This design comes from an exercise in tuning for small area, a short achievable clock period and few clock cycles on the open sky130 flow, not from production work.
Where RTL was checked, it was by simulation tests only, not by an equivalence proof against the original.

==> inputs of run a <==
==> flow/design.v (excerpt) <==
module ALU(
    input wire i_clk, i_rst,
    input wire i_start,
    input wire [3:0] i_inst,
    input wire[63:0] i_data0, i_data1,
    input wire i_c,
    output reg o_wait,
    output reg o_finished,
    output reg[63:0] o_result,
    output reg o_c,
    output wire o_o, o_z, o_n,
    output wire o_error_div_by_zero
);
make LEC_CHECK=0 CAP_MARGIN=40 CORE_MARGIN=2 CORE_UTILIZATION=35 SETUP_SLACK_MARGIN=5 SLEW_MARGIN=20 finish   # period 13.0 ns
run.sh (not shown) runs the stock make flow with config.mk's settings and CLKGATE_MAP_FILE= SYNTH_SCRIPT=/design/flow/synth_recipe.tcl, a recipe that flattens the netlist after the stock synthesis.
==> run b: changes against run a <==
--- a/flow/design.v
+++ b/flow/design.v
@@ -105,13 +105,14 @@
     reg cadd;            
     reg cinv;            
     reg c_keep;          
     reg m_mul;           
     reg m_mod;           
     reg [63:0] ra;       
-    reg [64:0] rb;       
+    reg [63:0] rb;       
+    reg rx;              
     reg [4:0] cnt;       
     wire [64:0] res_sum = {1'b0, rs} + {1'b0, rc} + {64'd0, rcin};
     always @(*) begin
         o_result = res_sum[63:0];
         o_c = cadd ? (res_sum[64] ^ cinv) : c_keep;
     end
@@ -156,54 +157,63 @@
     wire [64:0] sh_out = sh_big ? 65'd0 : sh_raw;
     reg [64:0] shr_out;
     always @(*)
         for (k = 0; k < 65; k = k + 1) shr_out[k] = sh_out[64 - k];
     wire [63:0] bit_mask = (i_data1[63:6] == 0) ? (64'd1 << i_data1[5:0]) : 64'd0;
     wire [63:0] mul_a = o_wait ? ra : i_data0;
-    wire [7:0]  mul_b = o_wait ? rb[7:0] : i_data1[7:0];
+    wire [8:0]  mul_b = o_wait ? {rb[7:0], rx} : {1'b0, i_data1[6:0], 1'b0};
     wire [63:0] acc_s = o_wait ? rs : 64'd0;
     wire [63:0] acc_c = o_wait ? rc : 64'd0;
-    reg [63:0] pp [0:7];
-    always @(*)
-        for (k = 0; k < 8; k = k + 1) pp[k] = mul_b[k] ? (mul_a << k) : 64'd0;
+    reg [63:0] row [0:3];
+    reg [63:0] corr;
+    reg b_one, b_two, b_neg;
+    reg [63:0] b_m;
+    always @(*) begin
+        corr = 0;
+        for (k = 0; k < 4; k = k + 1) begin
+            b_one = mul_b[2*k+1] ^ mul_b[2*k];
+            b_two = (mul_b[2*k+2] & ~mul_b[2*k+1] & ~mul_b[2*k]) |
+                    (~mul_b[2*k+2] & mul_b[2*k+1] & mul_b[2*k]);
+            b_neg = mul_b[2*k+2];
+            b_m = b_one ? mul_a : b_two ? {mul_a[62:0], 1'b0} : 64'd0;
+            row[k] = (b_m ^ {64{b_neg}}) << (2*k);
+            corr[2*k] = b_neg;
+        end
+    end
     function automatic [127:0] csa(input [63:0] a, input [63:0] b, input [63:0] c);
         reg [63:0] s, cy;
         begin
             s = a ^ b ^ c;
             cy = (a & b) | (a & c) | (b & c);
             csa = {cy[62:0], 1'b0, s};
         end
     endfunction
-    wire [127:0] l1a = csa(pp[0], pp[1], pp[2]);
-    wire [127:0] l1b = csa(pp[3], pp[4], pp[5]);
-    wire [127:0] l1c = csa(pp[6], pp[7], acc_s);
+    wire [127:0] l1a = csa(row[0], row[1], row[2]);
+    wire [127:0] l1b = csa(row[3], corr, acc_s);
     wire [127:0] l2a = csa(l1a[63:0], l1a[127:64], l1b[63:0]);
-    wire [127:0] l2b = csa(l1b[127:64], l1c[63:0], l1c[127:64]);
-    wire [127:0] l3a = csa(l2a[63:0], l2a[127:64], l2b[63:0]);
-    wire [127:0] l4a = csa(l3a[63:0], l3a[127:64], l2b[127:64]);
-    wire [127:0] l5a = csa(l4a[63:0], l4a[127:64], acc_c);
-    wire [63:0] mul_s = l5a[63:0];
-    wire [63:0] mul_c = l5a[127:64];
-    function automatic [3:0] nbytes(input [63:0] v);
+    wire [127:0] l3a = csa(l2a[63:0], l2a[127:64], l1b[127:64]);
+    wire [127:0] l4a = csa(l3a[63:0], l3a[127:64], acc_c);
+    wire [63:0] mul_s = l4a[63:0];
+    wire [63:0] mul_c = l4a[127:64];
+    function automatic [3:0] nsteps(input [63:0] v);
         integer i;
         begin
-            nbytes = 0;
-            for (i = 0; i < 8; i = i + 1)
-                if (v[8*i +: 8] != 0) nbytes = i + 1;
+            nsteps = (v != 0) ? 4'd1 : 4'd0;
+            for (i = 1; i < 9; i = i + 1)
+                if ((v >> (8*i - 1)) != 0) nsteps = nsteps + 4'd1;
         end
     endfunction
-    wire mul_swap = ({1'b0, nbytes(i_data0)} + 5'd1) < {1'b0, nbytes(i_data1)};
-    wire [63:0] mul_ra0 = mul_swap ? {i_data1[63:8], 8'd0} : {i_data0[55:0], 8'd0};
-    wire [63:0] mul_rb0 = mul_swap ? i_data0 : {8'd0, i_data1[63:8]};
-    wire [65:0] dv_t1 = {2'b0, ra} - {1'b0, rb};
-    wire dv_q1 = !dv_t1[65];
-    wire [63:0] dv_r1 = dv_q1 ? dv_t1[63:0] : ra;
-    wire [64:0] dv_d2 = rb >> 1;
-    wire [65:0] dv_t2 = {2'b0, dv_r1} - {1'b0, dv_d2};
-    wire dv_q2 = !dv_t2[65];
+    wire mul_swap = nsteps(i_data0) < nsteps({7'd0, i_data1[63:7]});
+    wire [63:0] mul_ra0 = mul_swap ? {i_data1[63:7], 7'd0} : {i_data0[56:0], 7'd0};
+    wire [63:0] mul_rb0 = mul_swap ? i_data0 : {7'd0, i_data1[63:7]};
+    wire dv_q1 = res_sum[64] & ~rx;
+    wire [63:0] dv_r1 = dv_q1 ? res_sum[63:0] : rs;
+    wire [64:0] dv_t2 = {1'b0, dv_r1} + {1'b0, ~rx, rc[63:1]} + 65'd1;
+    wire dv_q2 = dv_t2[64];
     wire [63:0] dv_r2 = dv_q2 ? dv_t2[63:0] : dv_r1;
+    wire [63:0] dv_q = {ra[61:0], dv_q1, dv_q2};
     always @(posedge i_clk or posedge i_rst) begin
         if (i_rst) begin
             o_wait <= 0;
             o_finished <= 0;
             c_keep <= 0;
             cadd <= 0;
@@ -211,13 +221,13 @@
             o_finished <= 0;
             if (o_finished) begin
                 c_keep <= o_c;
                 cadd <= 0;
             end
             if (o_wait) begin
-                if (m_mul ? (rb[63:8] == 0) : (cnt == 0)) begin
+                if (m_mul ? (rb[63:7] == 0) : (cnt == 0)) begin
                     o_wait <= 0;
                     o_finished <= 1;
                 end
             end else if (i_start) begin
                 o_finished <= 1;
                 case (i_inst)
@@ -239,24 +249,33 @@
             end
         end
     end
     wire is_sub = (i_inst == ALU_SUB) | (i_inst == ALU_CMP);
     always @(posedge i_clk) begin
         if (o_wait) begin
-            rcin <= 0;
             if (m_mul) begin
                 rs <= mul_s;
                 rc <= mul_c;
+                rcin <= 0;
                 ra <= {ra[55:0], 8'd0};
-                rb <= {8'd0, rb[64:8]};
+                rb <= {8'd0, rb[63:8]};
+                rx <= rb[7];
             end else begin
-                ra <= dv_r2;
-                rb <= {2'b0, rb[64:2]};
+                ra <= dv_q;
+                rb <= {8'd0, rb[63:8]};
                 cnt <= cnt - 1;
-                rs <= m_mod ? dv_r2 : {rs[61:0], dv_q1, dv_q2};
-                rc <= 0;
+                rx <= 0;
+                if (cnt == 0) begin
+                    rs <= m_mod ? dv_r2 : dv_q;
+                    rc <= 0;
+                    rcin <= 0;
+                end else begin
+                    rs <= dv_r2;
+                    rc <= {1'b1, ~rx, rc[63:2]};
+                    rcin <= 1;
+                end
             end
         end else begin
             rcin <= 0;
             rc <= 0;
             cinv <= is_sub;
             m_mul <= i_inst == ALU_MUL;
@@ -278,19 +297,27 @@
                 ALU_BRESET: rs <= i_data0 & ~bit_mask;
                 ALU_MUL: begin
                     rs <= mul_s;
                     rc <= mul_c;
                 end
                 ALU_DIV, ALU_MOD:
-                    rs <= (div_none && i_inst == ALU_MOD && !d1_zero) ? i_data0 : 64'd0;
+                    if (d1_zero || div_none)
+                        rs <= (div_none && i_inst == ALU_MOD && !d1_zero) ? i_data0 : 64'd0;
+                    else begin
+                        rs <= i_data0;
+                        rc <= ~sh_out[63:0];
+                        rcin <= 1;
+                    end
                 default: rs <= 0;
             endcase
             if (i_inst == ALU_MUL) begin
                 ra <= mul_ra0;
-                rb <= {1'b0, mul_rb0};
+                rb <= mul_rb0;
+                rx <= 0;
             end else begin
-                ra <= i_data0;
-                rb <= sh_out;
+                ra <= 0;
+                rb <= 0;
+                rx <= sh_out[64];
             end
         end
     end
 endmodule
ABC_CLOCK_PERIOD_IN_PS = 4500   (was not set)
==> comparison table <==
Run status: run b timing/DRC/antenna clean; run a timing/DRC/antenna clean
First element of the critical path: run b i_data0[34]; run a rs[0]
# nets final: run b 8273; run a 8511
Combined area of the multi-input logic cells: run b 46700 µm²; run a 47300 µm²
GRT Resource Usage Total: run b 53.2%; run a 49.2%
Setup Crit Path Kind: run b in2reg; run a reg2out
Met3 Use GR: run b 21.7%; run a 17.6%
Critical-path maximum fanout: run b 10; run a 4
Sort of element at the end of the critical path: run b flip-flop; run a output port
Final-layout clock buffer total: run b 50; run a 55
Function was not checked in any run of this note: the RTL went through the layout flow alone.

* * *

==> inputs of trial 33 <==
ALU, a different RTL version from the one above (not shown whole).
==> flow/design.v (excerpt) <==
module ALU(
    input wire i_clk, i_rst,
    input wire i_start,
    input wire [3:0] i_inst,
    input wire[63:0] i_data0, i_data1,
    input wire i_c,
    output reg o_wait,
    output reg o_finished,
    output reg[63:0] o_result,
    output reg o_c,
    output wire o_o, o_z, o_n,
    output wire o_error_div_by_zero
);
==> flow/config.mk <==
export PLATFORM = sky130hd
export DESIGN_NAME = ALU
export DESIGN_NICKNAME = ALU
export VERILOG_FILES = /design/flow/design.v
export SDC_FILE = /design/flow/constraint.sdc
export NUM_CORES = 4
export LEC_CHECK = 0
export CAP_MARGIN = 40
export CORE_MARGIN = 2
export CORE_UTILIZATION = 35
export SETUP_SLACK_MARGIN = 5
export SLEW_MARGIN = 20
==> flow/constraint.sdc <==
create_clock -name core_clock -period 13.0 [get_ports {i_clk}]
set_input_delay 2.6000 -clock core_clock [delete_from_list [all_inputs] [get_ports {i_clk}]]
set_output_delay 2.6000 -clock core_clock [all_outputs]
set_load 0.01 [all_outputs]
==> trial 27: changes against trial 33 <==
--- a/flow/design.v
+++ b/flow/design.v
@@ -295,10 +295,11 @@
                 rb <= {8'd0, rb[63:8]};
                 rx <= rb[7];
             end else if (dv_align) begin
                 dv_align <= 0;
                 ra <= 0;
+                rb <= 0;
                 rx <= sh_out[64];
             end else begin
                 ra <= dv_q;
                 rb <= {8'd0, rb[63:8]};
                 cnt <= cnt - 1;
==> flow/flow/run.sh (new file) <==
#!/bin/bash
set -euo pipefail
cp standard.sh standard_copy.log
bash standard.sh SETUP_SLACK_MARGIN=7 finish > standard_flow.log 2>&1
==> flow/standard.sh (new file) <==
#!/bin/bash
# synth_recipe.tcl (not shown) runs the flow's synth.tcl, then flattens the netlist and writes it again
# the make line also repeats each setting of config.mk as NAME=value (left out here)
make -C /OpenROAD-flow-scripts/flow DESIGN_CONFIG=/design/flow/config.mk WORK_HOME=/design/flow/orfs CLKGATE_MAP_FILE= SYNTH_SCRIPT=/design/flow/synth_recipe.tcl "${@:-finish}"
Settings changed: SETUP_SLACK_MARGIN 5 to default.
removed: flow/run.sh
==> trial 77: changes against trial 33 <==
--- a/flow/design.v
+++ b/flow/design.v
@@ -277,12 +277,15 @@
                 ALU_AND: rs_o = i_data0 & i_data1;
                 ALU_OR: rs_o = i_data0 | i_data1;
                 ALU_NOT: rs_o = ~i_data0;
                 ALU_BSET: rs_o = i_data0 | bit_mask;
                 ALU_BRESET: rs_o = i_data0 & ~bit_mask;
-                ALU_DIV, ALU_MOD:
-                    rs_o = (!d1_zero && (i_inst == ALU_MOD || !div_none)) ? i_data0 : 64'd0;
+                ALU_DIV, ALU_MOD: begin
+                    rs_o = i_data0;
+                    rc_o = (i_inst == ALU_DIV || d1_zero) ? ~i_data0 : 64'd0;
+                    rcin_o = i_inst == ALU_DIV || d1_zero;
+                end
                 default: ;
             endcase
         end
     end
     always @(posedge i_clk) begin
@@ -295,10 +298,11 @@
                 rb <= {8'd0, rb[63:8]};
                 rx <= rb[7];
             end else if (dv_align) begin
                 dv_align <= 0;
                 ra <= 0;
+                rb <= 0;
                 rx <= sh_out[64];
             end else begin
                 ra <= dv_q;
                 rb <= {8'd0, rb[63:8]};
                 cnt <= cnt - 1;
==> flow/flow/run.sh (new file) <==
#!/bin/bash
set -euo pipefail
cp standard.sh standard_copy.log
bash standard.sh SETUP_SLACK_MARGIN=6 finish > standard_flow.log 2>&1
==> flow/standard.sh (new file) <==
#!/bin/bash
# synth_recipe.tcl (not shown) runs the flow's synth.tcl, then flattens the netlist and writes it again
# the make line also repeats each setting of config.mk as NAME=value (left out here)
make -C /OpenROAD-flow-scripts/flow DESIGN_CONFIG=/design/flow/config.mk WORK_HOME=/design/flow/orfs CLKGATE_MAP_FILE= SYNTH_SCRIPT=/design/flow/synth_recipe.tcl "${@:-finish}"
Settings changed: SETUP_SLACK_MARGIN 5 to default.
removed: flow/run.sh
==> trial 70: changes against trial 33 <==
--- a/flow/design.v
+++ b/flow/design.v
@@ -295,10 +295,11 @@
                 rb <= {8'd0, rb[63:8]};
                 rx <= rb[7];
             end else if (dv_align) begin
                 dv_align <= 0;
                 ra <= 0;
+                rb <= 0;
                 rx <= sh_out[64];
             end else begin
                 ra <= dv_q;
                 rb <= {8'd0, rb[63:8]};
                 cnt <= cnt - 1;
==> flow/flow/run.sh (new file) <==
#!/bin/bash
set -euo pipefail
cp standard.sh standard_copy.log
bash standard.sh SETUP_SLACK_MARGIN=6 finish > standard_flow.log 2>&1
==> flow/standard.sh (new file) <==
#!/bin/bash
# synth_recipe.tcl (not shown) runs the flow's synth.tcl, then flattens the netlist and writes it again
# the make line also repeats each setting of config.mk as NAME=value (left out here)
make -C /OpenROAD-flow-scripts/flow DESIGN_CONFIG=/design/flow/config.mk WORK_HOME=/design/flow/orfs CLKGATE_MAP_FILE= SYNTH_SCRIPT=/design/flow/synth_recipe.tcl "${@:-finish}"
Settings changed: SETUP_SLACK_MARGIN 5 to default.
removed: flow/run.sh
==> summary.txt <==
run status=timing/DRC/antenna clean; Core Util, Final=0.419; Worst R2R Setup Slack=around 6 ns; Worst Path Arrival=7.86 ns; Final Routed Wirelength=404 mm; area occupied by multi-input gates=44,100 sq um; layout clock buffer count=50; Largest stage delay, worst path=0.95 ns; HPWL Detailed=approximately 300 mm
# the run above: trial 77

==> summary.txt <==
area occupied by multi-input gates=49,700 sq um; Worst R2R Setup Slack=6.18 ns; n_taps=2,044; HPWL Detailed=319 mm; layout clock buffer count=54; run status=timing/DRC/antenna clean; Largest stage delay, worst path=0.43 ns; Skew-Pair Late Insertion Delay=0.68 ns; Worst Path Arrival=4.38 ns; Final Non-Filler Cells=10.4k; crit path capture=o_result[59]; Core Util, Final=0.491
# the run above: trial 27

==> summary.txt <==
ys flop type=dfxtp_1; Worst R2R Setup Slack=5.12 ns; run status=timing/DRC/antenna clean; Largest stage delay, worst path=0.95 ns; area occupied by multi-input gates=43,800 sq um; Final Routed Wirelength=between 400 and 500 mm; layout clock buffer count=48; met3 WL=approximately 62 mm; Worst Path Arrival=8.66 ns; max_slew headroom=0.206; crit path capture=rs[7]$_DFF_P_; most frequent cells in the layout=nand2_1 (772), o21ai_0 (616), nor2_1 (543), inv_1 (525), a21oi_1 (457)
# the run above: trial 33

==> summary.txt <==
Largest stage delay, worst path=roughly 0.7 ns; Total GRT Usage=0.508; Worst R2R Setup Slack=around 6 ns; area occupied by multi-input gates=45,000 sq um; Core Util, Final=0.410; starting density of the core=0.352; run status=timing/DRC/antenna clean; largest net degree at the start of global routing=149; HPWL Detailed=308 mm; Adder-Cell Fraction of Synth Area=0.141; post-synthesis mux area share=0.0626; Worst Path Arrival=7.82 ns; layout clock buffer count=54; commonest non-fill, non-tap cell in the layout=o21ai_0; Final Routed Wirelength=418 mm
# the run above: trial 70

Testbench counts of trial 33, summed over its fixed seeds: cycles 41,653.
Testbench counts of trial 27, summed over its fixed seeds: cycles 41,653.
Testbench counts of trial 77, summed over its fixed seeds: cycles 41,653.
Testbench counts of trial 70, summed over its fixed seeds: cycles 41,653.

## what the ideal ports hide
Ports are ideal in the flow. The routed layouts listed here were re-timed in OpenROAD. Step 1: set_driving_cell puts a clkbuf_16 on i_clk and a buf_2 on each other input, an assumption about the parent block. Step 2 also shifts input and output timing later by t, the mid clock arrival at the registers, as if the neighbouring blocks saw the same clock. a / b / c = no drivers / after step 1 / after step 2; a / b = the first two.
run | shift t [ns] | slack for setup (ns) | worst hold slack (ns) | worst register clock-pin slew, ns
run a | 0.720 | 4.116 / 4.027 / 4.175 | 0.554 / 0.554 / 0.554 | 0.08 / 0.08
run b | 0.713 | 4.106 / 4.168 / 3.455 | 0.453 / 0.453 / 0.453 | 0.08 / 0.08
trial 33 | 0.727 | 4.828 / 4.889 / 4.162 | 0.536 / 0.536 / 0.536 | 0.08 / 0.08
trial 27 | 0.738 | 6.015 / 5.932 / 5.551 | 0.459 / 0.459 / 0.459 | 0.07 / 0.07
trial 77 | 0.727 | 5.686 / 5.717 / 4.990 | 0.455 / 0.455 / 0.455 | 0.07 / 0.07
trial 70 | 0.734 | 5.757 / 5.791 / 5.058 | 0.455 / 0.455 / 0.455 | 0.08 / 0.08
After both steps setup and hold are still met in every run listed. For trial 70, which loses most, drivers alone change the setup slack by +0.034 ns; drivers and shift together by -0.699 ns.
